From an optimization exercise on the open Yosys and OpenROAD flow, aimed at a short achievable clock period; shortcuts taken in it are not production practice.
The RTL was checked by simulation tests, not by an equivalence proof against the original design.
In every run shown here, the design's own scripts or RTL, not TritonCTS, make the clock network.
The clock port is modelled as an ideal driver, which makes a skipped or thinned clock tree look cheaper than it is; a real chip needs a root buffer or a tree.
No activity file was given, so power comes from the tool's default toggle rates.

## design/flow/design.v

```verilog
module alu(OPA, OPB, CIN, INP_VALID, CLK, RST, CMD, CE, MODE, COUT, OFLOW, RES, G, E, L, ERR);
    input [7:0] OPA, OPB;
    input CLK, RST, CE, MODE, CIN;
    input [1:0] INP_VALID;
    input [3:0] CMD;
    output reg [15:0] RES;
    output reg COUT, OFLOW, G, E, L, ERR;
    wire vab = INP_VALID[0] & INP_VALID[1];
    wire va = INP_VALID[0];
    wire vb = INP_VALID[1];
    wire am = CE & MODE;
    wire lm = CE & ~MODE;
    wire d_add = am & vab & (CMD == 4'd0);
    wire d_sub = am & vab & (CMD == 4'd1);
    wire d_addc = am & vab & (CMD == 4'd2);
    wire d_subc = am & vab & (CMD == 4'd3);
    wire d_inca = am & va & (CMD == 4'd4);
    wire d_deca = am & va & (CMD == 4'd5);
    wire d_incb = am & vb & (CMD == 4'd6);
    wire d_decb = am & vb & (CMD == 4'd7);
    wire d_cmp = am & vab & (CMD == 4'd8);
    wire d_sadd = am & vab & (CMD == 4'd11);
    wire d_ssub = am & vab & (CMD == 4'd12);
    wire d_and = lm & vab & (CMD == 4'd0);
    wire d_nand = lm & vab & (CMD == 4'd1);
    wire d_or = lm & vab & (CMD == 4'd2);
    wire d_nor = lm & vab & (CMD == 4'd3);
    wire d_xor = lm & vab & (CMD == 4'd4);
    wire d_xnor = lm & vab & (CMD == 4'd5);
    wire d_nota = lm & va & (CMD == 4'd6);
    wire d_notb = lm & vb & (CMD == 4'd7);
    wire d_shra = lm & va & (CMD == 4'd8);
    wire d_shla = lm & va & (CMD == 4'd9);
    wire d_shrb = lm & vb & (CMD == 4'd10);
    wire d_shlb = lm & vb & (CMD == 4'd11);
    wire d_rol = lm & vab & (CMD == 4'd12);
    wire d_ror = lm & vab & (CMD == 4'd13);
    wire mul_en = am & vab & (CMD[3:2] == 2'b10) & (CMD[1] ^ CMD[0]);
    wire [9:0] y = {2'b00, OPB};
    wire [9:0] xa = {2'b00, OPA};
    wire b0i_y0 = 1'b1, b0i_y1 = y[0], b0i_y2 = y[1];
    wire one0i = b0i_y1 ^ b0i_y0;
    wire e0i = b0i_y2 ^ b0i_y1;
    wire [8:0] row0i_d = {9{b0i_y2}} ^ (one0i ? xa[8:0] : ({9{e0i}} & {xa[7:0], 1'b1}));
    wire b0s_y0 = 1'b0, b0s_y1 = y[0], b0s_y2 = y[1];
    wire one0s = b0s_y1 ^ b0s_y0;
    wire e0s = b0s_y2 ^ b0s_y1;
    wire [8:0] row0s_d = {9{b0s_y2}} ^ (one0s ? xa[8:0] : ({9{e0s}} & {xa[7:0], 1'b0}));
    wire cor0i_d = ~y[1] | y[0];
    wire cor0s_d = y[1];
    wire b1_y0 = y[1], b1_y1 = y[2], b1_y2 = y[3];
    wire one1 = b1_y1 ^ b1_y0;               
    wire e1 = b1_y2 ^ b1_y1;                 
    wire [8:1] row1_d = {8{b1_y2}} ^ (one1 ? xa[8:1] : ({8{e1}} & xa[7:0]));
    wire row1i0_d = b1_y2 ^ (one1 ? xa[0] : e1);
    wire row1s0_d = b1_y2 ^ (one1 & xa[0]);
    wire cor1i_d = (~b1_y2 & (b1_y1 | b1_y0)) | (b1_y2 & b1_y1 & b1_y0);
    wire cor1s_d = b1_y2;
    wire b2_y0 = y[3], b2_y1 = y[4], b2_y2 = y[5];
    wire one2 = b2_y1 ^ b2_y0;               
    wire e2 = b2_y2 ^ b2_y1;                 
    wire [8:1] row2_d = {8{b2_y2}} ^ (one2 ? xa[8:1] : ({8{e2}} & xa[7:0]));
    wire row2i0_d = b2_y2 ^ (one2 ? xa[0] : e2);
    wire row2s0_d = b2_y2 ^ (one2 & xa[0]);
    wire cor2i_d = (~b2_y2 & (b2_y1 | b2_y0)) | (b2_y2 & b2_y1 & b2_y0);
    wire cor2s_d = b2_y2;
    wire b3_y0 = y[5], b3_y1 = y[6], b3_y2 = y[7];
    wire one3 = b3_y1 ^ b3_y0;               
    wire e3 = b3_y2 ^ b3_y1;                 
    wire [8:1] row3_d = {8{b3_y2}} ^ (one3 ? xa[8:1] : ({8{e3}} & xa[7:0]));
    wire row3i0_d = b3_y2 ^ (one3 ? xa[0] : e3);
    wire row3s0_d = b3_y2 ^ (one3 & xa[0]);
    wire cor3i_d = (~b3_y2 & (b3_y1 | b3_y0)) | (b3_y2 & b3_y1 & b3_y0);
    wire cor3s_d = b3_y2;
    wire b4_y0 = y[7], b4_y1 = y[8], b4_y2 = y[9];
    wire one4 = b4_y1 ^ b4_y0;               
    wire e4 = b4_y2 ^ b4_y1;                 
    wire [7:1] row4_d = {7{b4_y2}} ^ (one4 ? xa[7:1] : ({7{e4}} & xa[6:0]));
    wire row4i0_d = b4_y2 ^ (one4 ? xa[0] : e4);
    wire row4s0_d = b4_y2 ^ (one4 & xa[0]);
    wire cor4i_d = (~b4_y2 & (b4_y1 | b4_y0)) | (b4_y2 & b4_y1 & b4_y0);
    wire cor4s_d = b4_y2;
    wire [15:0] rol_d = {OPA, OPA} << OPB[2:0];
    wire [15:0] ror_d = {OPA, OPA} >> OPB[2:0];
    wire cu_d = CIN & ~CMD[3] & CMD[1] & ~CMD[0];       
    wire cv_d = ~(CIN & ~CMD[3] & CMD[1] & CMD[0]);    
    reg [8:0] row0i_q, row0s_q;
    reg cor0i_q, cor0s_q;
    reg [8:1] row1_q;
    reg row1i0_q, row1s0_q, cor1i_q, cor1s_q;
    reg [8:1] row2_q;
    reg row2i0_q, row2s0_q, cor2i_q, cor2s_q;
    reg [8:1] row3_q;
    reg row3i0_q, row3s0_q, cor3i_q, cor3s_q;
    reg [7:1] row4_q;
    reg row4i0_q, row4s0_q, cor4i_q, cor4s_q;
    reg [3:0] sgn_q;         
    reg m_inc_q, m_sft_q;
    reg [7:0] a_q, b_q;
    reg [7:0] rol_q, ror_q;    
    reg err1_q;                
    reg [7:0] ug_q, up_q, vg_q, vp_q;
    reg ug0c_q, vg0c_q;
    reg cu_q, cv_q, bmax_cin_q, za_q, zb_q;
    reg q_add;
    reg q_sub;
    reg q_addc;
    reg q_subc;
    reg q_inca;
    reg q_deca;
    reg q_incb;
    reg q_decb;
    reg q_cmp;
    reg q_sadd;
    reg q_ssub;
    reg q_and;
    reg q_nand;
    reg q_or;
    reg q_nor;
    reg q_xor;
    reg q_xnor;
    reg q_nota;
    reg q_notb;
    reg q_shra;
    reg q_shla;
    reg q_shrb;
    reg q_shlb;
    reg q_rol;
    reg q_ror;
    always @(posedge CLK) begin
        row0i_q <= row0i_d; row0s_q <= row0s_d;
        cor0i_q <= cor0i_d; cor0s_q <= cor0s_d;
        row1_q <= row1_d;
        row1i0_q <= row1i0_d; row1s0_q <= row1s0_d;
        cor1i_q <= cor1i_d; cor1s_q <= cor1s_d;
        row2_q <= row2_d;
        row2i0_q <= row2i0_d; row2s0_q <= row2s0_d;
        cor2i_q <= cor2i_d; cor2s_q <= cor2s_d;
        row3_q <= row3_d;
        row3i0_q <= row3i0_d; row3s0_q <= row3s0_d;
        cor3i_q <= cor3i_d; cor3s_q <= cor3s_d;
        row4_q <= row4_d;
        row4i0_q <= row4i0_d; row4s0_q <= row4s0_d;
        cor4i_q <= cor4i_d; cor4s_q <= cor4s_d;
        sgn_q <= {OPB[7], OPB[5], OPB[3], OPB[1]};
        m_inc_q <= mul_en & CMD[0];
        m_sft_q <= mul_en & ~CMD[0];
        a_q <= OPA;
        rol_q <= rol_d[15:8];
        ror_q <= ror_d[7:0];
        err1_q <= (d_rol | d_ror) & (|OPB[7:3]);
        ug_q <= OPA & OPB;
        up_q <= OPA ^ OPB;
        vg_q <= OPA & ~OPB;
        vp_q <= ~(OPA ^ OPB);
        ug0c_q <= (OPA[0] & OPB[0]) | ((OPA[0] ^ OPB[0]) & cu_d);
        vg0c_q <= (OPA[0] & ~OPB[0]) | (~(OPA[0] ^ OPB[0]) & cv_d);
        b_q <= OPB;
        cu_q <= cu_d;
        cv_q <= cv_d;
        bmax_cin_q <= CIN & (&OPB);
        za_q <= (OPA == 8'd0);
        zb_q <= (OPB == 8'd0);
        q_add <= d_add;
        q_sub <= d_sub;
        q_addc <= d_addc;
        q_subc <= d_subc;
        q_inca <= d_inca;
        q_deca <= d_deca;
        q_incb <= d_incb;
        q_decb <= d_decb;
        q_cmp <= d_cmp;
        q_sadd <= d_sadd;
        q_ssub <= d_ssub;
        q_and <= d_and;
        q_nand <= d_nand;
        q_or <= d_or;
        q_nor <= d_nor;
        q_xor <= d_xor;
        q_xnor <= d_xnor;
        q_nota <= d_nota;
        q_notb <= d_notb;
        q_shra <= d_shra;
        q_shla <= d_shla;
        q_shrb <= d_shrb;
        q_shlb <= d_shlb;
        q_rol <= d_rol;
        q_ror <= d_ror;
    end
    wire u_G0_1 = ug_q[1] | (up_q[1] & ug0c_q);
    wire u_G0_2 = ug_q[2] | (up_q[2] & ug_q[1]);
    wire u_P0_2 = up_q[2] & up_q[1];
    wire u_G0_3 = ug_q[3] | (up_q[3] & ug_q[2]);
    wire u_P0_3 = up_q[3] & up_q[2];
    wire u_G0_4 = ug_q[4] | (up_q[4] & ug_q[3]);
    wire u_P0_4 = up_q[4] & up_q[3];
    wire u_G0_5 = ug_q[5] | (up_q[5] & ug_q[4]);
    wire u_P0_5 = up_q[5] & up_q[4];
    wire u_G0_6 = ug_q[6] | (up_q[6] & ug_q[5]);
    wire u_P0_6 = up_q[6] & up_q[5];
    wire u_G0_7 = ug_q[7] | (up_q[7] & ug_q[6]);
    wire u_P0_7 = up_q[7] & up_q[6];
    wire u_G1_2 = u_G0_2 | (u_P0_2 & ug0c_q);
    wire u_G1_3 = u_G0_3 | (u_P0_3 & u_G0_1);
    wire u_G1_4 = u_G0_4 | (u_P0_4 & u_G0_2);
    wire u_P1_4 = u_P0_4 & u_P0_2;
    wire u_G1_5 = u_G0_5 | (u_P0_5 & u_G0_3);
    wire u_P1_5 = u_P0_5 & u_P0_3;
    wire u_G1_6 = u_G0_6 | (u_P0_6 & u_G0_4);
    wire u_P1_6 = u_P0_6 & u_P0_4;
    wire u_G1_7 = u_G0_7 | (u_P0_7 & u_G0_5);
    wire u_P1_7 = u_P0_7 & u_P0_5;
    wire u_G2_4 = u_G1_4 | (u_P1_4 & ug0c_q);
    wire u_G2_5 = u_G1_5 | (u_P1_5 & u_G0_1);
    wire u_G2_6 = u_G1_6 | (u_P1_6 & u_G1_2);
    wire u_G2_7 = u_G1_7 | (u_P1_7 & u_G1_3);
    wire v_G0_1 = vg_q[1] | (vp_q[1] & vg0c_q);
    wire v_G0_2 = vg_q[2] | (vp_q[2] & vg_q[1]);
    wire v_P0_2 = vp_q[2] & vp_q[1];
    wire v_G0_3 = vg_q[3] | (vp_q[3] & vg_q[2]);
    wire v_P0_3 = vp_q[3] & vp_q[2];
    wire v_G0_4 = vg_q[4] | (vp_q[4] & vg_q[3]);
    wire v_P0_4 = vp_q[4] & vp_q[3];
    wire v_G0_5 = vg_q[5] | (vp_q[5] & vg_q[4]);
    wire v_P0_5 = vp_q[5] & vp_q[4];
    wire v_G0_6 = vg_q[6] | (vp_q[6] & vg_q[5]);
    wire v_P0_6 = vp_q[6] & vp_q[5];
    wire v_G0_7 = vg_q[7] | (vp_q[7] & vg_q[6]);
    wire v_P0_7 = vp_q[7] & vp_q[6];
    wire v_G1_2 = v_G0_2 | (v_P0_2 & vg0c_q);
    wire v_G1_3 = v_G0_3 | (v_P0_3 & v_G0_1);
    wire v_G1_4 = v_G0_4 | (v_P0_4 & v_G0_2);
    wire v_P1_4 = v_P0_4 & v_P0_2;
    wire v_G1_5 = v_G0_5 | (v_P0_5 & v_G0_3);
    wire v_P1_5 = v_P0_5 & v_P0_3;
    wire v_G1_6 = v_G0_6 | (v_P0_6 & v_G0_4);
    wire v_P1_6 = v_P0_6 & v_P0_4;
    wire v_G1_7 = v_G0_7 | (v_P0_7 & v_G0_5);
    wire v_P1_7 = v_P0_7 & v_P0_5;
    wire v_G2_4 = v_G1_4 | (v_P1_4 & vg0c_q);
    wire v_G2_5 = v_G1_5 | (v_P1_5 & v_G0_1);
    wire v_G2_6 = v_G1_6 | (v_P1_6 & v_G1_2);
    wire v_G2_7 = v_G1_7 | (v_P1_7 & v_G1_3);
    wire [7:0] su = {(up_q[7] ^ u_G2_6), (up_q[6] ^ u_G2_5), (up_q[5] ^ u_G2_4), (up_q[4] ^ u_G1_3), (up_q[3] ^ u_G1_2), (up_q[2] ^ u_G0_1), (up_q[1] ^ ug0c_q), (up_q[0] ^ cu_q)};
    wire cu8 = u_G2_7;
    wire [7:0] sv = {(vp_q[7] ^ v_G2_6), (vp_q[6] ^ v_G2_5), (vp_q[5] ^ v_G2_4), (vp_q[4] ^ v_G1_3), (vp_q[3] ^ v_G1_2), (vp_q[2] ^ v_G0_1), (vp_q[1] ^ vg0c_q), (vp_q[0] ^ cv_q)};
    wire cv8 = v_G2_7;
    wire [7:0] ia = a_q + 8'd1;
    wire [7:0] da = a_q - 8'd1;
    wire [7:0] ib = b_q + 8'd1;
    wire [7:0] db = b_q - 8'd1;
    wire s8a = up_q[7] ^ cu8;      
    wire s8s = vp_q[7] ^ cv8;      
    wire eq = &vp_q;
    wire zsa = ~(|su) & ~s8a;
    wire zss = ~(|sv) & ~s8s;
    wire berr = |b_q[7:3];
    wire [7:0] lo8 =
          ({8{q_add | q_addc | q_sadd}} & su)
        | ({8{q_sub | q_subc | q_ssub}} & sv)
        | ({8{q_inca}} & ia) | ({8{q_deca}} & da) | ({8{q_incb}} & ib) | ({8{q_decb}} & db)
        | ({8{q_and}} & (a_q & b_q)) | ({8{q_nand}} & ~(a_q & b_q))
        | ({8{q_or}} & (a_q | b_q)) | ({8{q_nor}} & ~(a_q | b_q))
        | ({8{q_xor}} & (a_q ^ b_q)) | ({8{q_xnor}} & ~(a_q ^ b_q))
        | ({8{q_nota}} & ~a_q) | ({8{q_notb}} & ~b_q)
        | ({8{q_shra}} & {1'b0, a_q[7:1]}) | ({8{q_shla}} & {a_q[6:0], 1'b0})
        | ({8{q_shrb}} & {1'b0, b_q[7:1]}) | ({8{q_shlb}} & {b_q[6:0], 1'b0})
        | ({8{q_rol & ~berr}} & rol_q) | ({8{q_ror & ~berr}} & ror_q);
    wire hi = (q_sadd & s8a) | (q_ssub & s8s);
    wire [15:0] other = {{8{hi}}, lo8};
    wire cout_d = ((q_add | q_addc) & cu8) | (q_sadd & s8a) | (q_ssub & s8s);
    wire oflow_d = (q_sub & ~cv8) | (q_subc & ~cv8 & ~bmax_cin_q)
        | (q_deca & za_q) | (q_decb & zb_q)
        | (q_sadd & ~up_q[7] & (su[7] ^ ug_q[7]))      
        | (q_ssub & ~vp_q[7] & (sv[7] ^ vg_q[7]));     
    wire g_d = (q_cmp & cv8 & ~eq) | (q_sadd & ~s8a & ~zsa) | (q_ssub & ~s8s & ~zss);
    wire e_d = (q_cmp & eq) | (q_sadd & zsa) | (q_ssub & zss);
    wire l_d = (q_cmp & ~cv8) | (q_sadd & s8a) | (q_ssub & s8s);
    wire err_d = err1_q;
    wire t0s = row0i_q[6] ^ row1_q[4];
    wire t0c = row0i_q[6] & row1_q[4];
    wire t1s = row0i_q[7] ^ row1_q[5];
    wire t1c = row0i_q[7] & row1_q[5];
    wire t2s = row0i_q[8] ^ row1_q[6] ^ row2_q[4];
    wire t2c = (row0i_q[8] & row1_q[6]) | (row0i_q[8] & row2_q[4]) | (row1_q[6] & row2_q[4]);
    wire t3s = row3_q[2] ^ row4i0_q;
    wire t3c = row3_q[2] & row4i0_q;
    wire t4s = row1_q[7] ^ row2_q[5] ^ row3_q[3];
    wire t4c = (row1_q[7] & row2_q[5]) | (row1_q[7] & row3_q[3]) | (row2_q[5] & row3_q[3]);
    wire t5s = row4_q[1] ^ sgn_q[0];
    wire t5c = row4_q[1] & sgn_q[0];
    wire t6s = row1_q[8] ^ row2_q[6] ^ row3_q[4];
    wire t6c = (row1_q[8] & row2_q[6]) | (row1_q[8] & row3_q[4]) | (row2_q[6] & row3_q[4]);
    wire t7s = row4_q[2] ^ sgn_q[0];
    wire t7c = row4_q[2] & sgn_q[0];
    wire t8s = row2_q[7] ^ row3_q[5] ^ row4_q[3];
    wire t8c = (row2_q[7] & row3_q[5]) | (row2_q[7] & row4_q[3]) | (row3_q[5] & row4_q[3]);
    wire t9s = ~sgn_q[1] ^ ~sgn_q[0];
    wire t9c = ~sgn_q[1] & ~sgn_q[0];
    wire t10s = row2_q[8] ^ row3_q[6] ^ row4_q[4];
    wire t10c = (row2_q[8] & row3_q[6]) | (row2_q[8] & row4_q[4]) | (row3_q[6] & row4_q[4]);
    wire t11s = row0i_q[4] ^ row1_q[2];
    wire t11c = row0i_q[4] & row1_q[2];
    wire t12s = row0i_q[5] ^ row1_q[3];
    wire t12c = row0i_q[5] & row1_q[3];
    wire t13s = t0s ^ row2_q[2] ^ row3i0_q;
    wire t13c = (t0s & row2_q[2]) | (t0s & row3i0_q) | (row2_q[2] & row3i0_q);
    wire t14s = t0c ^ t1s ^ row2_q[3];
    wire t14c = (t0c & t1s) | (t0c & row2_q[3]) | (t1s & row2_q[3]);
    wire t15s = t1c ^ t2s ^ t3s;
    wire t15c = (t1c & t2s) | (t1c & t3s) | (t2s & t3s);
    wire t16s = t2c ^ t3c ^ t4s;
    wire t16c = (t2c & t3c) | (t2c & t4s) | (t3c & t4s);
    wire t17s = t4c ^ t5c ^ t6s;
    wire t17c = (t4c & t5c) | (t4c & t6s) | (t5c & t6s);
    wire t18s = t6c ^ t7c ^ t8s;
    wire t18c = (t6c & t7c) | (t6c & t8s) | (t7c & t8s);
    wire t19s = t8c ^ t9c ^ t10s;
    wire t19c = (t8c & t9c) | (t8c & t10s) | (t9c & t10s);
    wire t20s = t10c ^ row3_q[7] ^ row4_q[5];
    wire t20c = (t10c & row3_q[7]) | (t10c & row4_q[5]) | (row3_q[7] & row4_q[5]);
    wire t21s = row3_q[8] ^ row4_q[6];
    wire t21c = row3_q[8] & row4_q[6];
    wire t22s = row0i_q[2] ^ row1i0_q;
    wire t22c = row0i_q[2] & row1i0_q;
    wire t23s = row0i_q[3] ^ row1_q[1];
    wire t23c = row0i_q[3] & row1_q[1];
    wire t24s = t11s ^ row2i0_q ^ cor2i_q;
    wire t24c = (t11s & row2i0_q) | (t11s & cor2i_q) | (row2i0_q & cor2i_q);
    wire t25s = t11c ^ t12s ^ row2_q[1];
    wire t25c = (t11c & t12s) | (t11c & row2_q[1]) | (t12s & row2_q[1]);
    wire t26s = t12c ^ t13s ^ cor3i_q;
    wire t26c = (t12c & t13s) | (t12c & cor3i_q) | (t13s & cor3i_q);
    wire t27s = t13c ^ t14s ^ row3_q[1];
    wire t27c = (t13c & t14s) | (t13c & row3_q[1]) | (t14s & row3_q[1]);
    wire t28s = t14c ^ t15s ^ cor4i_q;
    wire t28c = (t14c & t15s) | (t14c & cor4i_q) | (t15s & cor4i_q);
    wire t29s = t15c ^ t16s ^ t5s;
    wire t29c = (t15c & t16s) | (t15c & t5s) | (t16s & t5s);
    wire t30s = t16c ^ t17s ^ t7s;
    wire t30c = (t16c & t17s) | (t16c & t7s) | (t17s & t7s);
    wire t31s = t17c ^ t18s ^ t9s;
    wire t31c = (t17c & t18s) | (t17c & t9s) | (t18s & t9s);
    wire t32s = t18c ^ t19s ^ 1'b1;
    wire t32c = (t18c & t19s) | (t18c & 1'b1) | (t19s & 1'b1);
    wire t33s = t19c ^ t20s ^ ~sgn_q[2];
    wire t33c = (t19c & t20s) | (t19c & ~sgn_q[2]) | (t20s & ~sgn_q[2]);
    wire t34s = t20c ^ t21s ^ 1'b1;
    wire t34c = (t20c & t21s) | (t20c & 1'b1) | (t21s & 1'b1);
    wire t35s = t21c ^ row4_q[7] ^ ~sgn_q[3];
    wire t35c = (t21c & row4_q[7]) | (t21c & ~sgn_q[3]) | (row4_q[7] & ~sgn_q[3]);
    wire fi_g0 = row0i_q[0] & cor0i_q & m_inc_q;
    wire fi_p0 = (row0i_q[0] ^ cor0i_q) & m_inc_q;
    wire fi_g1 = row0i_q[1] & 1'b0 & m_inc_q;
    wire fi_p1 = (row0i_q[1] ^ 1'b0) & m_inc_q;
    wire fi_g2 = t22s & cor1i_q & m_inc_q;
    wire fi_p2 = (t22s ^ cor1i_q) & m_inc_q;
    wire fi_g3 = t22c & t23s & m_inc_q;
    wire fi_p3 = (t22c ^ t23s) & m_inc_q;
    wire fi_g4 = t23c & t24s & m_inc_q;
    wire fi_p4 = (t23c ^ t24s) & m_inc_q;
    wire fi_g5 = t24c & t25s & m_inc_q;
    wire fi_p5 = (t24c ^ t25s) & m_inc_q;
    wire fi_g6 = t25c & t26s & m_inc_q;
    wire fi_p6 = (t25c ^ t26s) & m_inc_q;
    wire fi_g7 = t26c & t27s & m_inc_q;
    wire fi_p7 = (t26c ^ t27s) & m_inc_q;
    wire fi_g8 = t27c & t28s & m_inc_q;
    wire fi_p8 = (t27c ^ t28s) & m_inc_q;
    wire fi_g9 = t28c & t29s & m_inc_q;
    wire fi_p9 = (t28c ^ t29s) & m_inc_q;
    wire fi_g10 = t29c & t30s & m_inc_q;
    wire fi_p10 = (t29c ^ t30s) & m_inc_q;
    wire fi_g11 = t30c & t31s & m_inc_q;
    wire fi_p11 = (t30c ^ t31s) & m_inc_q;
    wire fi_g12 = t31c & t32s & m_inc_q;
    wire fi_p12 = (t31c ^ t32s) & m_inc_q;
    wire fi_g13 = t32c & t33s & m_inc_q;
    wire fi_p13 = (t32c ^ t33s) & m_inc_q;
    wire fi_g14 = t33c & t34s & m_inc_q;
    wire fi_p14 = (t33c ^ t34s) & m_inc_q;
    wire fi_g15 = t34c & t35s & m_inc_q;
    wire fi_p15 = (t34c ^ t35s) & m_inc_q;
    wire fi_G0_1 = fi_g1 | (fi_p1 & fi_g0);
    wire fi_G0_2 = fi_g2 | (fi_p2 & fi_g1);
    wire fi_P0_2 = fi_p2 & fi_p1;
    wire fi_G0_3 = fi_g3 | (fi_p3 & fi_g2);
    wire fi_P0_3 = fi_p3 & fi_p2;
    wire fi_G0_4 = fi_g4 | (fi_p4 & fi_g3);
    wire fi_P0_4 = fi_p4 & fi_p3;
    wire fi_G0_5 = fi_g5 | (fi_p5 & fi_g4);
    wire fi_P0_5 = fi_p5 & fi_p4;
    wire fi_G0_6 = fi_g6 | (fi_p6 & fi_g5);
    wire fi_P0_6 = fi_p6 & fi_p5;
    wire fi_G0_7 = fi_g7 | (fi_p7 & fi_g6);
    wire fi_P0_7 = fi_p7 & fi_p6;
    wire fi_G0_8 = fi_g8 | (fi_p8 & fi_g7);
    wire fi_P0_8 = fi_p8 & fi_p7;
    wire fi_G0_9 = fi_g9 | (fi_p9 & fi_g8);
    wire fi_P0_9 = fi_p9 & fi_p8;
    wire fi_G0_10 = fi_g10 | (fi_p10 & fi_g9);
    wire fi_P0_10 = fi_p10 & fi_p9;
    wire fi_G0_11 = fi_g11 | (fi_p11 & fi_g10);
    wire fi_P0_11 = fi_p11 & fi_p10;
    wire fi_G0_12 = fi_g12 | (fi_p12 & fi_g11);
    wire fi_P0_12 = fi_p12 & fi_p11;
    wire fi_G0_13 = fi_g13 | (fi_p13 & fi_g12);
    wire fi_P0_13 = fi_p13 & fi_p12;
    wire fi_G0_14 = fi_g14 | (fi_p14 & fi_g13);
    wire fi_P0_14 = fi_p14 & fi_p13;
    wire fi_G0_15 = fi_g15 | (fi_p15 & fi_g14);
    wire fi_P0_15 = fi_p15 & fi_p14;
    wire fi_G1_2 = fi_G0_2 | (fi_P0_2 & fi_g0);
    wire fi_G1_3 = fi_G0_3 | (fi_P0_3 & fi_G0_1);
    wire fi_G1_4 = fi_G0_4 | (fi_P0_4 & fi_G0_2);
    wire fi_P1_4 = fi_P0_4 & fi_P0_2;
    wire fi_G1_5 = fi_G0_5 | (fi_P0_5 & fi_G0_3);
    wire fi_P1_5 = fi_P0_5 & fi_P0_3;
    wire fi_G1_6 = fi_G0_6 | (fi_P0_6 & fi_G0_4);
    wire fi_P1_6 = fi_P0_6 & fi_P0_4;
    wire fi_G1_7 = fi_G0_7 | (fi_P0_7 & fi_G0_5);
    wire fi_P1_7 = fi_P0_7 & fi_P0_5;
    wire fi_G1_8 = fi_G0_8 | (fi_P0_8 & fi_G0_6);
    wire fi_P1_8 = fi_P0_8 & fi_P0_6;
    wire fi_G1_9 = fi_G0_9 | (fi_P0_9 & fi_G0_7);
    wire fi_P1_9 = fi_P0_9 & fi_P0_7;
    wire fi_G1_10 = fi_G0_10 | (fi_P0_10 & fi_G0_8);
    wire fi_P1_10 = fi_P0_10 & fi_P0_8;
    wire fi_G1_11 = fi_G0_11 | (fi_P0_11 & fi_G0_9);
    wire fi_P1_11 = fi_P0_11 & fi_P0_9;
    wire fi_G1_12 = fi_G0_12 | (fi_P0_12 & fi_G0_10);
    wire fi_P1_12 = fi_P0_12 & fi_P0_10;
    wire fi_G1_13 = fi_G0_13 | (fi_P0_13 & fi_G0_11);
    wire fi_P1_13 = fi_P0_13 & fi_P0_11;
    wire fi_G1_14 = fi_G0_14 | (fi_P0_14 & fi_G0_12);
    wire fi_P1_14 = fi_P0_14 & fi_P0_12;
    wire fi_G1_15 = fi_G0_15 | (fi_P0_15 & fi_G0_13);
    wire fi_P1_15 = fi_P0_15 & fi_P0_13;
    wire fi_G2_4 = fi_G1_4 | (fi_P1_4 & fi_g0);
    wire fi_G2_5 = fi_G1_5 | (fi_P1_5 & fi_G0_1);
    wire fi_G2_6 = fi_G1_6 | (fi_P1_6 & fi_G1_2);
    wire fi_G2_7 = fi_G1_7 | (fi_P1_7 & fi_G1_3);
    wire fi_G2_8 = fi_G1_8 | (fi_P1_8 & fi_G1_4);
    wire fi_P2_8 = fi_P1_8 & fi_P1_4;
    wire fi_G2_9 = fi_G1_9 | (fi_P1_9 & fi_G1_5);
    wire fi_P2_9 = fi_P1_9 & fi_P1_5;
    wire fi_G2_10 = fi_G1_10 | (fi_P1_10 & fi_G1_6);
    wire fi_P2_10 = fi_P1_10 & fi_P1_6;
    wire fi_G2_11 = fi_G1_11 | (fi_P1_11 & fi_G1_7);
    wire fi_P2_11 = fi_P1_11 & fi_P1_7;
    wire fi_G2_12 = fi_G1_12 | (fi_P1_12 & fi_G1_8);
    wire fi_P2_12 = fi_P1_12 & fi_P1_8;
    wire fi_G2_13 = fi_G1_13 | (fi_P1_13 & fi_G1_9);
    wire fi_P2_13 = fi_P1_13 & fi_P1_9;
    wire fi_G2_14 = fi_G1_14 | (fi_P1_14 & fi_G1_10);
    wire fi_P2_14 = fi_P1_14 & fi_P1_10;
    wire fi_G2_15 = fi_G1_15 | (fi_P1_15 & fi_G1_11);
    wire fi_P2_15 = fi_P1_15 & fi_P1_11;
    wire fi_G3_8 = fi_G2_8 | (fi_P2_8 & fi_g0);
    wire fi_G3_9 = fi_G2_9 | (fi_P2_9 & fi_G0_1);
    wire fi_G3_10 = fi_G2_10 | (fi_P2_10 & fi_G1_2);
    wire fi_G3_11 = fi_G2_11 | (fi_P2_11 & fi_G1_3);
    wire fi_G3_12 = fi_G2_12 | (fi_P2_12 & fi_G2_4);
    wire fi_G3_13 = fi_G2_13 | (fi_P2_13 & fi_G2_5);
    wire fi_G3_14 = fi_G2_14 | (fi_P2_14 & fi_G2_6);
    wire fi_G3_15 = fi_G2_15 | (fi_P2_15 & fi_G2_7);
    wire t36s = row0s_q[6] ^ row1_q[4];
    wire t36c = row0s_q[6] & row1_q[4];
    wire t37s = row0s_q[7] ^ row1_q[5];
    wire t37c = row0s_q[7] & row1_q[5];
    wire t38s = row0s_q[8] ^ row1_q[6] ^ row2_q[4];
    wire t38c = (row0s_q[8] & row1_q[6]) | (row0s_q[8] & row2_q[4]) | (row1_q[6] & row2_q[4]);
    wire t39s = row3_q[2] ^ row4s0_q;
    wire t39c = row3_q[2] & row4s0_q;
    wire t40s = row1_q[7] ^ row2_q[5] ^ row3_q[3];
    wire t40c = (row1_q[7] & row2_q[5]) | (row1_q[7] & row3_q[3]) | (row2_q[5] & row3_q[3]);
    wire t41s = row4_q[1] ^ sgn_q[0];
    wire t41c = row4_q[1] & sgn_q[0];
    wire t42s = row1_q[8] ^ row2_q[6] ^ row3_q[4];
    wire t42c = (row1_q[8] & row2_q[6]) | (row1_q[8] & row3_q[4]) | (row2_q[6] & row3_q[4]);
    wire t43s = row4_q[2] ^ sgn_q[0];
    wire t43c = row4_q[2] & sgn_q[0];
    wire t44s = row2_q[7] ^ row3_q[5] ^ row4_q[3];
    wire t44c = (row2_q[7] & row3_q[5]) | (row2_q[7] & row4_q[3]) | (row3_q[5] & row4_q[3]);
    wire t45s = ~sgn_q[1] ^ ~sgn_q[0];
    wire t45c = ~sgn_q[1] & ~sgn_q[0];
    wire t46s = row2_q[8] ^ row3_q[6] ^ row4_q[4];
    wire t46c = (row2_q[8] & row3_q[6]) | (row2_q[8] & row4_q[4]) | (row3_q[6] & row4_q[4]);
    wire t47s = row0s_q[4] ^ row1_q[2];
    wire t47c = row0s_q[4] & row1_q[2];
    wire t48s = row0s_q[5] ^ row1_q[3];
    wire t48c = row0s_q[5] & row1_q[3];
    wire t49s = t36s ^ row2_q[2] ^ row3s0_q;
    wire t49c = (t36s & row2_q[2]) | (t36s & row3s0_q) | (row2_q[2] & row3s0_q);
    wire t50s = t36c ^ t37s ^ row2_q[3];
    wire t50c = (t36c & t37s) | (t36c & row2_q[3]) | (t37s & row2_q[3]);
    wire t51s = t37c ^ t38s ^ t39s;
    wire t51c = (t37c & t38s) | (t37c & t39s) | (t38s & t39s);
    wire t52s = t38c ^ t39c ^ t40s;
    wire t52c = (t38c & t39c) | (t38c & t40s) | (t39c & t40s);
    wire t53s = t40c ^ t41c ^ t42s;
    wire t53c = (t40c & t41c) | (t40c & t42s) | (t41c & t42s);
    wire t54s = t42c ^ t43c ^ t44s;
    wire t54c = (t42c & t43c) | (t42c & t44s) | (t43c & t44s);
    wire t55s = t44c ^ t45c ^ t46s;
    wire t55c = (t44c & t45c) | (t44c & t46s) | (t45c & t46s);
    wire t56s = t46c ^ row3_q[7] ^ row4_q[5];
    wire t56c = (t46c & row3_q[7]) | (t46c & row4_q[5]) | (row3_q[7] & row4_q[5]);
    wire t57s = row3_q[8] ^ row4_q[6];
    wire t57c = row3_q[8] & row4_q[6];
    wire t58s = row0s_q[2] ^ row1s0_q;
    wire t58c = row0s_q[2] & row1s0_q;
    wire t59s = row0s_q[3] ^ row1_q[1];
    wire t59c = row0s_q[3] & row1_q[1];
    wire t60s = t47s ^ row2s0_q ^ cor2s_q;
    wire t60c = (t47s & row2s0_q) | (t47s & cor2s_q) | (row2s0_q & cor2s_q);
    wire t61s = t47c ^ t48s ^ row2_q[1];
    wire t61c = (t47c & t48s) | (t47c & row2_q[1]) | (t48s & row2_q[1]);
    wire t62s = t48c ^ t49s ^ cor3s_q;
    wire t62c = (t48c & t49s) | (t48c & cor3s_q) | (t49s & cor3s_q);
    wire t63s = t49c ^ t50s ^ row3_q[1];
    wire t63c = (t49c & t50s) | (t49c & row3_q[1]) | (t50s & row3_q[1]);
    wire t64s = t50c ^ t51s ^ cor4s_q;
    wire t64c = (t50c & t51s) | (t50c & cor4s_q) | (t51s & cor4s_q);
    wire t65s = t51c ^ t52s ^ t41s;
    wire t65c = (t51c & t52s) | (t51c & t41s) | (t52s & t41s);
    wire t66s = t52c ^ t53s ^ t43s;
    wire t66c = (t52c & t53s) | (t52c & t43s) | (t53s & t43s);
    wire t67s = t53c ^ t54s ^ t45s;
    wire t67c = (t53c & t54s) | (t53c & t45s) | (t54s & t45s);
    wire t68s = t54c ^ t55s ^ 1'b1;
    wire t68c = (t54c & t55s) | (t54c & 1'b1) | (t55s & 1'b1);
    wire t69s = t55c ^ t56s ^ ~sgn_q[2];
    wire t69c = (t55c & t56s) | (t55c & ~sgn_q[2]) | (t56s & ~sgn_q[2]);
    wire t70s = t56c ^ t57s ^ 1'b1;
    wire t70c = (t56c & t57s) | (t56c & 1'b1) | (t57s & 1'b1);
    wire fs_g0 = 1'b0 & 1'b0 & m_sft_q;
    wire fs_p0 = (1'b0 ^ 1'b0) & m_sft_q;
    wire fs_g1 = row0s_q[0] & cor0s_q & m_sft_q;
    wire fs_p1 = (row0s_q[0] ^ cor0s_q) & m_sft_q;
    wire fs_g2 = row0s_q[1] & 1'b0 & m_sft_q;
    wire fs_p2 = (row0s_q[1] ^ 1'b0) & m_sft_q;
    wire fs_g3 = t58s & cor1s_q & m_sft_q;
    wire fs_p3 = (t58s ^ cor1s_q) & m_sft_q;
    wire fs_g4 = t58c & t59s & m_sft_q;
    wire fs_p4 = (t58c ^ t59s) & m_sft_q;
    wire fs_g5 = t59c & t60s & m_sft_q;
    wire fs_p5 = (t59c ^ t60s) & m_sft_q;
    wire fs_g6 = t60c & t61s & m_sft_q;
    wire fs_p6 = (t60c ^ t61s) & m_sft_q;
    wire fs_g7 = t61c & t62s & m_sft_q;
    wire fs_p7 = (t61c ^ t62s) & m_sft_q;
    wire fs_g8 = t62c & t63s & m_sft_q;
    wire fs_p8 = (t62c ^ t63s) & m_sft_q;
    wire fs_g9 = t63c & t64s & m_sft_q;
    wire fs_p9 = (t63c ^ t64s) & m_sft_q;
    wire fs_g10 = t64c & t65s & m_sft_q;
    wire fs_p10 = (t64c ^ t65s) & m_sft_q;
    wire fs_g11 = t65c & t66s & m_sft_q;
    wire fs_p11 = (t65c ^ t66s) & m_sft_q;
    wire fs_g12 = t66c & t67s & m_sft_q;
    wire fs_p12 = (t66c ^ t67s) & m_sft_q;
    wire fs_g13 = t67c & t68s & m_sft_q;
    wire fs_p13 = (t67c ^ t68s) & m_sft_q;
    wire fs_g14 = t68c & t69s & m_sft_q;
    wire fs_p14 = (t68c ^ t69s) & m_sft_q;
    wire fs_g15 = t69c & t70s & m_sft_q;
    wire fs_p15 = (t69c ^ t70s) & m_sft_q;
    wire fs_G0_1 = fs_g1 | (fs_p1 & fs_g0);
    wire fs_G0_2 = fs_g2 | (fs_p2 & fs_g1);
    wire fs_P0_2 = fs_p2 & fs_p1;
    wire fs_G0_3 = fs_g3 | (fs_p3 & fs_g2);
    wire fs_P0_3 = fs_p3 & fs_p2;
    wire fs_G0_4 = fs_g4 | (fs_p4 & fs_g3);
    wire fs_P0_4 = fs_p4 & fs_p3;
    wire fs_G0_5 = fs_g5 | (fs_p5 & fs_g4);
    wire fs_P0_5 = fs_p5 & fs_p4;
    wire fs_G0_6 = fs_g6 | (fs_p6 & fs_g5);
    wire fs_P0_6 = fs_p6 & fs_p5;
    wire fs_G0_7 = fs_g7 | (fs_p7 & fs_g6);
    wire fs_P0_7 = fs_p7 & fs_p6;
    wire fs_G0_8 = fs_g8 | (fs_p8 & fs_g7);
    wire fs_P0_8 = fs_p8 & fs_p7;
    wire fs_G0_9 = fs_g9 | (fs_p9 & fs_g8);
    wire fs_P0_9 = fs_p9 & fs_p8;
    wire fs_G0_10 = fs_g10 | (fs_p10 & fs_g9);
    wire fs_P0_10 = fs_p10 & fs_p9;
    wire fs_G0_11 = fs_g11 | (fs_p11 & fs_g10);
    wire fs_P0_11 = fs_p11 & fs_p10;
    wire fs_G0_12 = fs_g12 | (fs_p12 & fs_g11);
    wire fs_P0_12 = fs_p12 & fs_p11;
    wire fs_G0_13 = fs_g13 | (fs_p13 & fs_g12);
    wire fs_P0_13 = fs_p13 & fs_p12;
    wire fs_G0_14 = fs_g14 | (fs_p14 & fs_g13);
    wire fs_P0_14 = fs_p14 & fs_p13;
    wire fs_G0_15 = fs_g15 | (fs_p15 & fs_g14);
    wire fs_P0_15 = fs_p15 & fs_p14;
    wire fs_G1_2 = fs_G0_2 | (fs_P0_2 & fs_g0);
    wire fs_G1_3 = fs_G0_3 | (fs_P0_3 & fs_G0_1);
    wire fs_G1_4 = fs_G0_4 | (fs_P0_4 & fs_G0_2);
    wire fs_P1_4 = fs_P0_4 & fs_P0_2;
    wire fs_G1_5 = fs_G0_5 | (fs_P0_5 & fs_G0_3);
    wire fs_P1_5 = fs_P0_5 & fs_P0_3;
    wire fs_G1_6 = fs_G0_6 | (fs_P0_6 & fs_G0_4);
    wire fs_P1_6 = fs_P0_6 & fs_P0_4;
    wire fs_G1_7 = fs_G0_7 | (fs_P0_7 & fs_G0_5);
    wire fs_P1_7 = fs_P0_7 & fs_P0_5;
    wire fs_G1_8 = fs_G0_8 | (fs_P0_8 & fs_G0_6);
    wire fs_P1_8 = fs_P0_8 & fs_P0_6;
    wire fs_G1_9 = fs_G0_9 | (fs_P0_9 & fs_G0_7);
    wire fs_P1_9 = fs_P0_9 & fs_P0_7;
    wire fs_G1_10 = fs_G0_10 | (fs_P0_10 & fs_G0_8);
    wire fs_P1_10 = fs_P0_10 & fs_P0_8;
    wire fs_G1_11 = fs_G0_11 | (fs_P0_11 & fs_G0_9);
    wire fs_P1_11 = fs_P0_11 & fs_P0_9;
    wire fs_G1_12 = fs_G0_12 | (fs_P0_12 & fs_G0_10);
    wire fs_P1_12 = fs_P0_12 & fs_P0_10;
    wire fs_G1_13 = fs_G0_13 | (fs_P0_13 & fs_G0_11);
    wire fs_P1_13 = fs_P0_13 & fs_P0_11;
    wire fs_G1_14 = fs_G0_14 | (fs_P0_14 & fs_G0_12);
    wire fs_P1_14 = fs_P0_14 & fs_P0_12;
    wire fs_G1_15 = fs_G0_15 | (fs_P0_15 & fs_G0_13);
    wire fs_P1_15 = fs_P0_15 & fs_P0_13;
    wire fs_G2_4 = fs_G1_4 | (fs_P1_4 & fs_g0);
    wire fs_G2_5 = fs_G1_5 | (fs_P1_5 & fs_G0_1);
    wire fs_G2_6 = fs_G1_6 | (fs_P1_6 & fs_G1_2);
    wire fs_G2_7 = fs_G1_7 | (fs_P1_7 & fs_G1_3);
    wire fs_G2_8 = fs_G1_8 | (fs_P1_8 & fs_G1_4);
    wire fs_P2_8 = fs_P1_8 & fs_P1_4;
    wire fs_G2_9 = fs_G1_9 | (fs_P1_9 & fs_G1_5);
    wire fs_P2_9 = fs_P1_9 & fs_P1_5;
    wire fs_G2_10 = fs_G1_10 | (fs_P1_10 & fs_G1_6);
    wire fs_P2_10 = fs_P1_10 & fs_P1_6;
    wire fs_G2_11 = fs_G1_11 | (fs_P1_11 & fs_G1_7);
    wire fs_P2_11 = fs_P1_11 & fs_P1_7;
    wire fs_G2_12 = fs_G1_12 | (fs_P1_12 & fs_G1_8);
    wire fs_P2_12 = fs_P1_12 & fs_P1_8;
    wire fs_G2_13 = fs_G1_13 | (fs_P1_13 & fs_G1_9);
    wire fs_P2_13 = fs_P1_13 & fs_P1_9;
    wire fs_G2_14 = fs_G1_14 | (fs_P1_14 & fs_G1_10);
    wire fs_P2_14 = fs_P1_14 & fs_P1_10;
    wire fs_G2_15 = fs_G1_15 | (fs_P1_15 & fs_G1_11);
    wire fs_P2_15 = fs_P1_15 & fs_P1_11;
    wire fs_G3_8 = fs_G2_8 | (fs_P2_8 & fs_g0);
    wire fs_G3_9 = fs_G2_9 | (fs_P2_9 & fs_G0_1);
    wire fs_G3_10 = fs_G2_10 | (fs_P2_10 & fs_G1_2);
    wire fs_G3_11 = fs_G2_11 | (fs_P2_11 & fs_G1_3);
    wire fs_G3_12 = fs_G2_12 | (fs_P2_12 & fs_G2_4);
    wire fs_G3_13 = fs_G2_13 | (fs_P2_13 & fs_G2_5);
    wire fs_G3_14 = fs_G2_14 | (fs_P2_14 & fs_G2_6);
    wire fs_G3_15 = fs_G2_15 | (fs_P2_15 & fs_G2_7);
    wire [15:0] res_d = {((fi_p15 | fs_p15 | other[15]) ^ (fi_G3_14 | fs_G3_14)), ((fi_p14 | fs_p14 | other[14]) ^ (fi_G3_13 | fs_G3_13)), ((fi_p13 | fs_p13 | other[13]) ^ (fi_G3_12 | fs_G3_12)), ((fi_p12 | fs_p12 | other[12]) ^ (fi_G3_11 | fs_G3_11)), ((fi_p11 | fs_p11 | other[11]) ^ (fi_G3_10 | fs_G3_10)), ((fi_p10 | fs_p10 | other[10]) ^ (fi_G3_9 | fs_G3_9)), ((fi_p9 | fs_p9 | other[9]) ^ (fi_G3_8 | fs_G3_8)), ((fi_p8 | fs_p8 | other[8]) ^ (fi_G2_7 | fs_G2_7)), ((fi_p7 | fs_p7 | other[7]) ^ (fi_G2_6 | fs_G2_6)), ((fi_p6 | fs_p6 | other[6]) ^ (fi_G2_5 | fs_G2_5)), ((fi_p5 | fs_p5 | other[5]) ^ (fi_G2_4 | fs_G2_4)), ((fi_p4 | fs_p4 | other[4]) ^ (fi_G1_3 | fs_G1_3)), ((fi_p3 | fs_p3 | other[3]) ^ (fi_G1_2 | fs_G1_2)), ((fi_p2 | fs_p2 | other[2]) ^ (fi_G0_1 | fs_G0_1)), ((fi_p1 | fs_p1 | other[1]) ^ (fi_g0 | fs_g0)), ((fi_p0 | fs_p0 | other[0]) ^ (1'b0 | 1'b0))};
    always @(posedge CLK or posedge RST) begin
        if (RST) begin
            RES <= 16'd0;
            COUT <= 1'b0; OFLOW <= 1'b0; G <= 1'b0; E <= 1'b0; L <= 1'b0; ERR <= 1'b0;
        end
        else begin
            RES <= res_d;
            COUT <= cout_d; OFLOW <= oflow_d; G <= g_d; E <= e_d; L <= l_d; ERR <= err_d;
        end
    end
endmodule
```

## design/flow/flow/run.sh

```bash
#!/bin/bash
# Standard ORFS flow (the standard.sh) with:
#  - the standard flow's synthesis script wrapped so that ABC uses flow/abc_speed.script, and no
#    full-adder cell extraction;
#  - input port buffers resized and a hand-built two-level clock tree
#    (flow/pre_cts.tcl, flow/manual_cts.tcl) in place of TritonCTS;
#  - repair_timing aiming well below the 8 ns constraint.
W=$(pwd)
export MY_FLOW_DIR=$W/flow
export MY_ABC_SCRIPT=$W/flow/abc_speed.script
export FLOW_SYNTH_TCL=$W/synth_recipe.tcl
export MCTS_NROOT=4
export MCTS_NLEAF=2
bash standard.sh SYNTH_SCRIPT=$W/flow/my_synth.tcl ADDER_MAP_FILE= ABC_CLOCK_PERIOD_IN_PS=1000 \
  PRE_CTS_TCL=$W/flow/pre_cts.tcl POST_CTS_TCL=$W/flow/post_cts.tcl SETUP_SLACK_MARGIN=5.7 finish > flow_make.log 2>&1
```

## design/flow/flow/abc_speed.script

```
strash
&get -n
&st
&if -g -K 6
&syn2
&if -g -K 6
&syn2
&if -g -K 6
&put
dch -f
map {D}
buffer
upsize {D}
dnsize {D}
stime -p
```

## design/flow/flow/manual_cts.tcl

```tcl
proc mcts_split {items key} {
  set s [lsort -real -index $key $items]
  set h [expr {[llength $s] / 2}]
  return [list [lrange $s 0 [expr {$h - 1}]] [lrange $s $h end]]
}
proc mcts_groups {items n} {
  set groups [list $items]
  set key 1
  while {[llength $groups] < $n} {
    set ng {}
    foreach g $groups { lappend ng {*}[mcts_split $g $key] }
    set groups $ng
    set key [expr {$key == 1 ? 2 : 1}]
  }
  return $groups
}
proc mcts_center {g} {
  set sx 0; set sy 0
  foreach e $g { set sx [expr {$sx + [lindex $e 1]}]; set sy [expr {$sy + [lindex $e 2]}] }
  return [list [expr {int($sx / [llength $g])}] [expr {int($sy / [llength $g])}]]
}
proc mcts_buffer {block master name innet g} {
  lassign [mcts_center $g] cx cy
  set inst [odb::dbInst_create $block $master $name]
  set net [odb::dbNet_create $block "${name}_net"]
  $net setSigType CLOCK
  [$inst findITerm A] connect $innet
  [$inst findITerm X] connect $net
  foreach e $g { set it [lindex $e 0]; $it disconnect; $it connect $net }
  $inst setLocation $cx $cy
  $inst setPlacementStatus PLACED
  return [list [$inst findITerm A] $cx $cy]
}
proc manual_cts {args} {
  set nroot [expr {[info exists ::env(MCTS_NROOT)] ? $::env(MCTS_NROOT) : 4}]
  set nleaf [expr {[info exists ::env(MCTS_NLEAF)] ? $::env(MCTS_NLEAF) : 1}]
  set block [ord::get_db_block]
  set master [[ord::get_db] findMaster sky130_fd_sc_hd__clkbuf_16]
  set clknet [[$block findBTerm CLK] getNet]
  set items {}
  foreach it [$clknet getITerms] {
    set b [[$it getInst] getBBox]
    lappend items [list $it [expr {([$b xMin] + [$b xMax]) / 2}] [expr {([$b yMin] + [$b yMax]) / 2}]]
  }
  puts "manual_cts: [llength $items] sinks, $nroot root buffers, $nleaf leaf buffers each"
  set r 0
  foreach g [mcts_groups $items $nroot] {
    if {$nleaf > 1} {
      # leaf buffers first, on the clock port's net; then the root buffer takes them over
      set leaves {}
      set l 0
      foreach lg [mcts_groups $g $nleaf] {
        lappend leaves [mcts_buffer $block $master "clkbuf_m_${r}_$l" $clknet $lg]
        puts "manual_cts: leaf $r.$l drives [llength $lg] sinks"
        incr l
      }
      mcts_buffer $block $master "clkbuf_m_$r" $clknet $leaves
    } else {
      mcts_buffer $block $master "clkbuf_m_$r" $clknet $g
      puts "manual_cts: root $r drives [llength $g] sinks"
    }
    incr r
  }
}
```

## design/flow/flow/my_synth.tcl

```tcl
# The standard flow's synthesis script (synth_recipe.tcl), with Yosys's abc pass given our own ABC
# script: SOP balancing before a delay-driven standard-cell map.
proc abc {args} {
  set i [lsearch -exact $args -script]
  if {$i >= 0} { lset args [expr {$i + 1}] $::env(MY_ABC_SCRIPT) }
  yosys abc {*}$args
}
source $::env(FLOW_SYNTH_TCL)
```

## design/flow/flow/post_cts.tcl

```tcl
# End of ORFS's CTS step: size up the weakest logic cells (drive 0, low-power inverters)
# left by repair_timing, run one more round of timing repair, and legalize again.
foreach inst [get_cells *] {
  set m [get_property $inst ref_name]
  if {[regexp {^sky130_fd_sc_hd__([a-z0-9]+)_0$} $m -> base]} {
    catch { replace_cell $inst sky130_fd_sc_hd__${base}_1 }
  } elseif {[regexp {^sky130_fd_sc_hd__clkinvlp_([0-9]+)$} $m -> n]} {
    catch { replace_cell $inst sky130_fd_sc_hd__inv_$n }
  }
}
estimate_parasitics -placement
repair_timing_helper
detailed_placement
check_placement -verbose
```

## design/flow/flow/pre_cts.tcl

```tcl
# Start of ORFS's CTS step.
# 1. Input port buffers: a buf_8 on every input port (the standard flow's rule: every port keeps a
#    buffer); the ports fan out widely and the placement-time buffers are small.
foreach inst [get_cells input*] {
  set m [get_property $inst ref_name]
  if {[string match "sky130_fd_sc_hd__*buf*" $m]} {
    replace_cell $inst sky130_fd_sc_hd__buf_8
  }
}
# 2. Replace TritonCTS by the clock tree of manual_cts.tcl; the rest of the step
#    (legalization, timing repair) runs unchanged.
source $::env(MY_FLOW_DIR)/manual_cts.tcl
rename clock_tree_synthesis tritoncts_clock_tree_synthesis
proc clock_tree_synthesis {args} { manual_cts }
```

## design/flow/standard.sh

```bash
#!/bin/bash
# synth_recipe.tcl (not shown) runs the flow's synth.tcl, then flattens the netlist and writes it again
# the make line also repeats each setting of config.mk as NAME=value (left out here)
make -C /OpenROAD-flow-scripts/flow DESIGN_CONFIG=/design/flow/config.mk WORK_HOME=/design/flow/orfs CLKGATE_MAP_FILE= SYNTH_SCRIPT=/design/flow/synth_recipe.tcl "${@:-finish}"
```

## design/flow/config.mk

```make
export PLATFORM = sky130hd
export DESIGN_NAME = alu
export DESIGN_NICKNAME = alu
export VERILOG_FILES = /design/flow/design.v
export SDC_FILE = /design/flow/constraint.sdc
export NUM_CORES = 4
export LEC_CHECK = 0
export CAP_MARGIN = 20
export CORE_MARGIN = 2
export CORE_UTILIZATION = 40
export SLEW_MARGIN = 20
```

## design/flow/constraint.sdc

```tcl
create_clock -name core_clock -period 8.0 [get_ports {CLK}]
set_input_delay 1.6000 -clock core_clock [delete_from_list [all_inputs] [get_ports {CLK}]]
set_output_delay 1.6000 -clock core_clock [all_outputs]
set_load 0.01 [all_outputs]
```

==> results.py, run 1 <==
metrics = {
    "setup_path": {
        "cp-end-kind": "register",
        "worst-setup-path-type": "in -> reg",
        "worstPathArrival_ns": 2.70,
        "cp_max_fo": 6,
        "startpoint_type": "primary input",
        "critPathRequiredTime_ns": 8.20,
    },
    "route": {
        "ant_nets": 0,
        "drtIter0Drc": 1678,
        "drt_wl_total_mm": 57.6,
        "first_pass_iters": 5,
        "vias_per_cell": 6.22,
        "met2_length_mm": 24.9,
        "wl_met1_mm": 24.0,
        "routedWlPerCell_um": 23.1,
        "drc": 0,
        "dr_wl_met3_mm": 5.74,
        "topRoutingLayerUsed": "met4",
        "vias": 15600,
    },
    "placement": {
        "place_area_um2": 13200,
        "port_buffers": 48,
        "dp.cells": 2260,
        "dp_slack_ns": 3.70,
        "dp_hpwl_mm": 37.7,
        "gp_routability_congestion": 0.971,
    },
    "timing": {
        "setup_slack_ns": 5.50,
        "tns_ns": 0,
        "skew_ns": 0.0317,
        "rsz0062_at_grt": "true",
        "hold_viol_final": 0,
        "fmax_mhz": 400,
        "holdWs_ns": 0.355,
        "drv_slew": 0,
        "worstMarginPinSlew_ns": 0.553,
        "maxSlewHeadroom_pct": 63.1,
        "setup_violations": 0,
        "fin_crit_ns": 2.50,
        "fin_crit_sh_pct": 31.3,
    },
    "logic_synthesis": {
        "yosysUniqueCellTypes": 71,
        "yosys-top-cells-area": "dfxtp_1 26%, nand2_1 12%, nand3_1 8.5%",
        "synth_top_cell_by_area": "dfxtp_1",
        "synth_seq_area_share_pct": 30.6,
        "synth-edff-count": 0,
        "synth_nets": 1887,
        "synthArstFlopShare_pct": 12.2,
        "syn_area_um2": 12100,
        "ys_seq_elements": 180,
        "yosys_warnings": 1,
        "netlist_instances": 1860,
        "yosys.area.top_type_share_pct": 26.1,
        "synthFlopType": "dfxtp_1",
        "synth_area_per_cell_um2": 6.53,
    },
    "layout": {
        "final_cell_mix": "315 x nand2_1, 161 x nand3_1, 140 x buf_4",
        "fillers": 2529,
        "layout_commonest_cell": "nand2_1",
        "postLayoutCoreUtil_pct": 62.4,
        "final_cell_area_um2": 18600,
        "area_growth_pct": 53.3,
        "final_cell_count_no_fill": 2500,
        "nets": 2137,
        "final_layout_size_suffix_gt1_share_pct": 38.8,
    },
    "global_route": {
        "grt.total_usage_pct": 35.0,
        "grt_max_degree": 24,
        "first_global_vias": 14600,
        "grt_pass1_wl_mm": 85.4,
        "grt-ovfl-total": 0,
        "antenna_found_initial": 2,
    },
    "floorplanning": {
        "core_um2": 29800,
        "die_y_um": 178,
        "io_pins": 49,
        "start_util_pct": 40.7,
        "rows": 63,
        "die_area_um2": 31800,
        "die_w_um": 178,
    },
    "status": {
        "outcome": "timing/DRC/antenna clean",
    },
    "job": {
        "maxCapViolations": 0,
    },
    "power_and_ir_drop": {
        "p_total_mw": 2.81,
        "leakage_nw": 7.97,
        "p_per_area_nw_per_um2": 151,
        "ir_drop_mv": 0.151,
    },
    "clock_network": {
        "insertion_delay_ns": 0.31,
        "cts.clk_slew.worst_paths_ns": 0.10,
    },
    "min_path": {
        "hp-class": "reg -> reg",
    },
}
## routing by layer
| layer | vias to the layer above | global-route usage [%] |
|---|---|---|
| met2 | 868 | 54.6 |
| met1 | 7395 | 47.8 |
| met5 | - | 0 |
| met4 | 0 | 13.8 |
| li1 | 7120 | - |
| met3 | 179 | 6.42 |
## cell usage after synthesis (6+ instances only)
cell type	number
a2111oi_0	11
a211oi_1	8
a21boi_0	6
a21oi_1	101
a221oi_1	22
a22oi_1	15
a31oi_1	14
and2_1	6
buf_2	9
clkbuf_1	33
dfrtp_1	22
dfxtp_1	158
inv_1	175
nand2_1	394
nand2_2	6
nand2b_1	6
nand3_1	207
nand3_2	11
nand3b_1	7
nand4_1	126
nor2_1	193
nor3_1	38
nor4_1	11
o2111ai_1	6
o211ai_1	12
o21ai_0	96
o21ai_1	7
o22ai_1	30
o2bb2ai_1	11
o31ai_1	6
xnor2_1	8
xor2_1	17
## logic make-up after synthesis
kind of cell,after synthesis,share of synthesized area [%]
buf+inv,233,7.58
xor+xnor,25,1.80
compound gates,398,21.3
flops,180,30.6
simple gates,1024,38.8
## report_power, final
group	leakage (nW)	internal [mW]	switching, mW
Sequential	1.62	0.965	0.0859
Clock	0.148	0.270	0.295
Combinational	6.20	0.446	0.748
Total	7.97	1.68	1.13
## critical path, stage by stage
cell and delay (ns):
buf_8 0.08, buf_12 0.13, inv_8 0.03, buf_12 0.12, nor2_4 0.18, inv_2 0.08
nand2_4 0.11, buf_6 0.12, buf_6 0.08, nor2_2 0.03, xor2_1 0.13
## sequential cells by signal, summed over array words and instances, names as in the netlist, 7 cells and up
register  flops
row1_q        8
b_q           7
row0s_q       9
vg_q          7
row2_q        8
vp_q          8
row4_q        7
up_q          8
ug_q          7
rol_q         8
a_q           8
row0i_q       9
ror_q         8
RES          16
row3_q        8
## final timing paths
| path | cells past startpoint | endpoint | slack (ns) | startpoint |
|---|---|---|---|---|
| setup / recovery | 11 | row1s0_q$_DFF_P_ | 5.50 | OPB[2] |
| hold / removal | 0 | ERR$_DFF_PP0_ | 0.36 | err1_q$_DFF_P_ |
| setup reg to reg | 10 | RES[4]$_DFF_PP0_ | 5.59 | b_q[1]$_DFF_P_ |
| hold reg to reg | 0 | ERR$_DFF_PP0_ | 0.36 | err1_q$_DFF_P_ |
| max in group asynchronous | 3 | COUT$_DFF_PP0_ | 6.31 | RST |
| min in group asynchronous | 3 | RES[2]$_DFF_PP0_ | 1.36 | RST |
## area by class of cell
class                      count  area [um2]  area share, %
timing repair inverter         3        52.6          0.282
tap                          390         488           2.62
multi-input combinational   1448        9870           53.1
buffer                        12         300           1.61
timing repair buffer         281        3150           17.0
sequential                   180        3830           20.6
inverter                     184         901           4.84
antenna                        2        5.00         0.0269
==> inputs of run 2 (changes only) <==
==> design/flow/flow/abc_speed.script (replaced) <==
strash
&get -n
&st
&if -g -K 6
&syn2
&if -g -K 6
&put
dch -f
map {D}
buffer
upsize {D}
dnsize {D}
stime -p
==> results.py, run 2 <==
metrics = {
    "logic_synthesis": {
        "synth_common_cells": "368 x nand2_1, 230 x nand3_1, 207 x nor2_1, 168 x inv_1, 158 x dfxtp_1",
        "synth-edff-count": 0,
        "synth_most_common_cell": "nand2_1",
        "yosys-top-cells-area": "dfxtp_1 26%, nand2_1 11%, nand3_1 9.4%",
        "netlist_instances": 1850,
        "yosys_warnings": 1,
        "synth_seq_area_share_pct": 30.4,
        "synth_area_per_cell_um2": 6.60,
        "synth_top_cell_by_area": "dfxtp_1",
        "synthFlopType": "dfxtp_1",
        "synth_nets": 1877,
        "ys_seq_elements": 180,
        "syn_area_um2": 12200,
        "yosys.area.top_type_share_pct": 25.9,
        "yosysUniqueCellTypes": 68,
        "synthArstFlopShare_pct": 12.2,
    },
    "global_route": {
        "grt.busiest_layer": "met2",
        "grt-ovfl-total": 0,
        "groute.layer.met2.usage_pct": 53.7,
        "grt_pass1_wl_mm": 85.7,
        "first_global_vias": 14200,
        "use_met1_pct": 48.4,
        "grt_max_degree": 24,
        "grt.total_usage_pct": 35.1,
        "antenna_found_initial": 2,
        "use_met3_pct": 5.79,
    },
    "setup_path": {
        "worstPathArrival_ns": 0.84,
        "rr_startpoint": "b_q[1]$_DFF_P_",
        "slowest_delay_ns": 0.40,
        "critPathRequiredTime_ns": 6.40,
        "worstPathCellList": "buf_6",
        "cp-end-kind": "primary output",
        "r2r_end": "RES[13]$_DFF_PP0_",
        "r2r_cells": 13,
        "path_delay_family": "flip-flops",
        "cp_max_fo": 1,
        "path_buf_inv": 1,
        "startpoint_type": "register",
        "critical_path.slowest_cell": "dfrtp_1",
        "worst-setup-path-type": "reg -> out",
        "r2r_slack_ns": 5.58,
    },
    "placement": {
        "place_area_um2": 13200,
        "dp_hpwl_mm": 36.5,
        "dp_slack_ns": 3.91,
        "gp_routability_congestion": 0.959,
        "dp.cells": 2247,
        "port_buffers": 48,
    },
    "floorplanning": {
        "die_area_um2": 32000,
        "die_y_um": 179,
        "start_util_pct": 40.9,
        "die_w_um": 179,
        "io_pins": 49,
        "core_um2": 29900,
        "rows": 63,
    },
    "timing": {
        "worstMarginPinSlew_ns": 0.486,
        "tns_ns": 0,
        "rsz0062_at_grt": "true",
        "setup_violations": 0,
        "skew_ns": 0.0390,
        "holdWs_ns": 0.348,
        "maxSlewHeadroom_pct": 67.6,
        "fin_crit_sh_pct": 30.5,
        "fmax_mhz": 409,
        "hold_viol_final": 0,
        "setup_slack_ns": 5.56,
        "drv_slew": 0,
        "fin_crit_ns": 2.44,
    },
    "layout": {
        "final_cell_area_um2": 18500,
        "final_cell_mix": "316 x nand2_1, 195 x nand3_1, 132 x buf_4",
        "fillers": 2461,
        "layout_commonest_cell": "nand2_1",
        "top_regs": "RES x16, row0i_q x9, row0s_q x9",
        "seqCellArea_um2": 3810,
        "final_cell_count_no_fill": 2489,
        "largest_reg_flops": 16,
        "multiInputGateArea_um2": 9910,
        "postLayoutCoreUtil_pct": 61.9,
        "final_layout_size_suffix_gt1_share_pct": 37.4,
        "nets": 2127,
        "area_growth_pct": 51.4,
        "regMostFlops": "RES",
    },
    "clock_network": {
        "insertion_delay_ns": 0.32,
        "cts.clk_slew.worst_paths_ns": 0.12,
    },
    "route": {
        "routedWlPerCell_um": 24.1,
        "ant_nets": 0,
        "drt_wl_total_mm": 60.0,
        "drc": 0,
        "drtIter0Drc": 1844,
        "first_pass_iters": 7,
        "vias_per_cell": 6.36,
        "vias": 15800,
    },
    "min_path": {
        "hp-class": "reg -> reg",
        "hold-path-endpoint": "ERR$_DFF_PP0_",
        "min-delay-start": "err1_q$_DFF_P_",
        "holdPathStages": 0,
    },
    "power_and_ir_drop": {
        "p_per_area_nw_per_um2": 152,
        "ir_drop_mv": 0.106,
        "p_total_mw": 2.81,
        "leakage_nw": 7.86,
    },
    "status": {
        "outcome": "timing/DRC/antenna clean",
    },
    "job": {
        "maxCapViolations": 0,
    },
}
[run 2: cell types whose count changed after synthesis, moves of 15 or more]
cell | before | now
a21oi_1 | 101 | 79
a221oi_1 | 22 | 7
nand3_1 | 207 | 230
o221ai_1 | 4 | 32
nand2_1 | 394 | 368
[run 2: layout make-up]
class                   count  area share [%]
diodes                      1          0.0135
plain buffers              12            1.62
inverters                 175            4.59
multi-input cells        1448            53.6
flip-flops and latches    180            20.6
well taps                 390            2.64
repair buffers            278            16.7
repair inverters            5           0.223
[run 2: per-layer routing]
| metal | vias up | wire, um |
|---|---|---|
| li1 | 7078 | - |
| met1 | 7474 | 24000 |
| met2 | 1031 | 26000 |
| met3 | 244 | 6520 |
| met4 | 0 | 3380 |
| met5 | - | 0 |
[run 2: worst reg2reg max path, stage by stage (launching register included)]
cell and delay, ns:
dfxtp_4 0.39, buf_12 0.14, inv_4 0.10, o22a_1 0.26, nor2_4 0.16, nand3_2 0.15, nand3_2 0.14, nand4_4 0.14
nand2_4 0.14, nand3_1 0.08, o211ai_1 0.35, nand2_1 0.11, nand4_1 0.09, nand2_1 0.08
[run 2: cells by family (layout without fill, tap and decap cells)]
kind of cell	Yosys count	after routing	synth area share, %
compound gates	385	385	21.1
xor+xnor	29	29	2.08
buf+inv	222	470	7.00
flops	180	180	30.4
mux	1	1	0.0819
other cells	0	1	0
simple gates	1033	1033	39.4
[run 2: worst max path at each step]
stage	start	endpoint	cells after the start
final	RES[14]$_DFF_PP0_	RES[14]	1
after global routing	row1_q[4]$_DFF_P_	RES[15]$_DFF_PP0_	13
after detailed placement	OPB[2]	row1_q[7]$_DFF_P_	7
after global placement	OPB[2]	row1_q[7]$_DFF_P_	7
after floorplan	OPB[3]	row2_q[2]$_DFF_P_	8
[run 2: power by group]
part	internal [mW]	leakage [nW]	switching, mW	total (mW)
combinational	0.446	6.09	0.738	1.18
clock	0.270	0.148	0.293	0.563
sequential	0.966	1.62	0.0967	1.06

==> separate check: timing with driven ports <==
Ports are ideal in the flow. The routed layouts listed here were re-timed in OpenROAD. Step 1: set_driving_cell puts a clkbuf_16 on CLK and a buf_2 on each other input, an assumption about the parent block. Step 2 moves the port delays by t, midway between the first and last clock arrival at a register: inputs arrive t later, outputs are due t later. That takes back most of the time a late clock gives input paths. a / b / c = ideal ports / drivers / drivers and shift; a / b = the first two.
run | t, ns | slack for setup (ns) | hold WS [ns] | clock arrival spread, ns | worst data-port slew with drivers (ns)
run 1 | 0.395 | 5.497 / 5.484 / 5.154 | 0.355 / 0.355 / 0.355 | 0.033 / 0.033 | 0.09
run 2 | 0.410 | 5.557 / 5.448 / 5.180 | 0.348 / 0.348 / 0.348 | 0.040 / 0.040 | 0.14
After both steps every run listed still meets setup and hold. For run 2, which loses most, drivers alone change the setup slack by -0.109 ns; drivers and shift together by -0.377 ns.
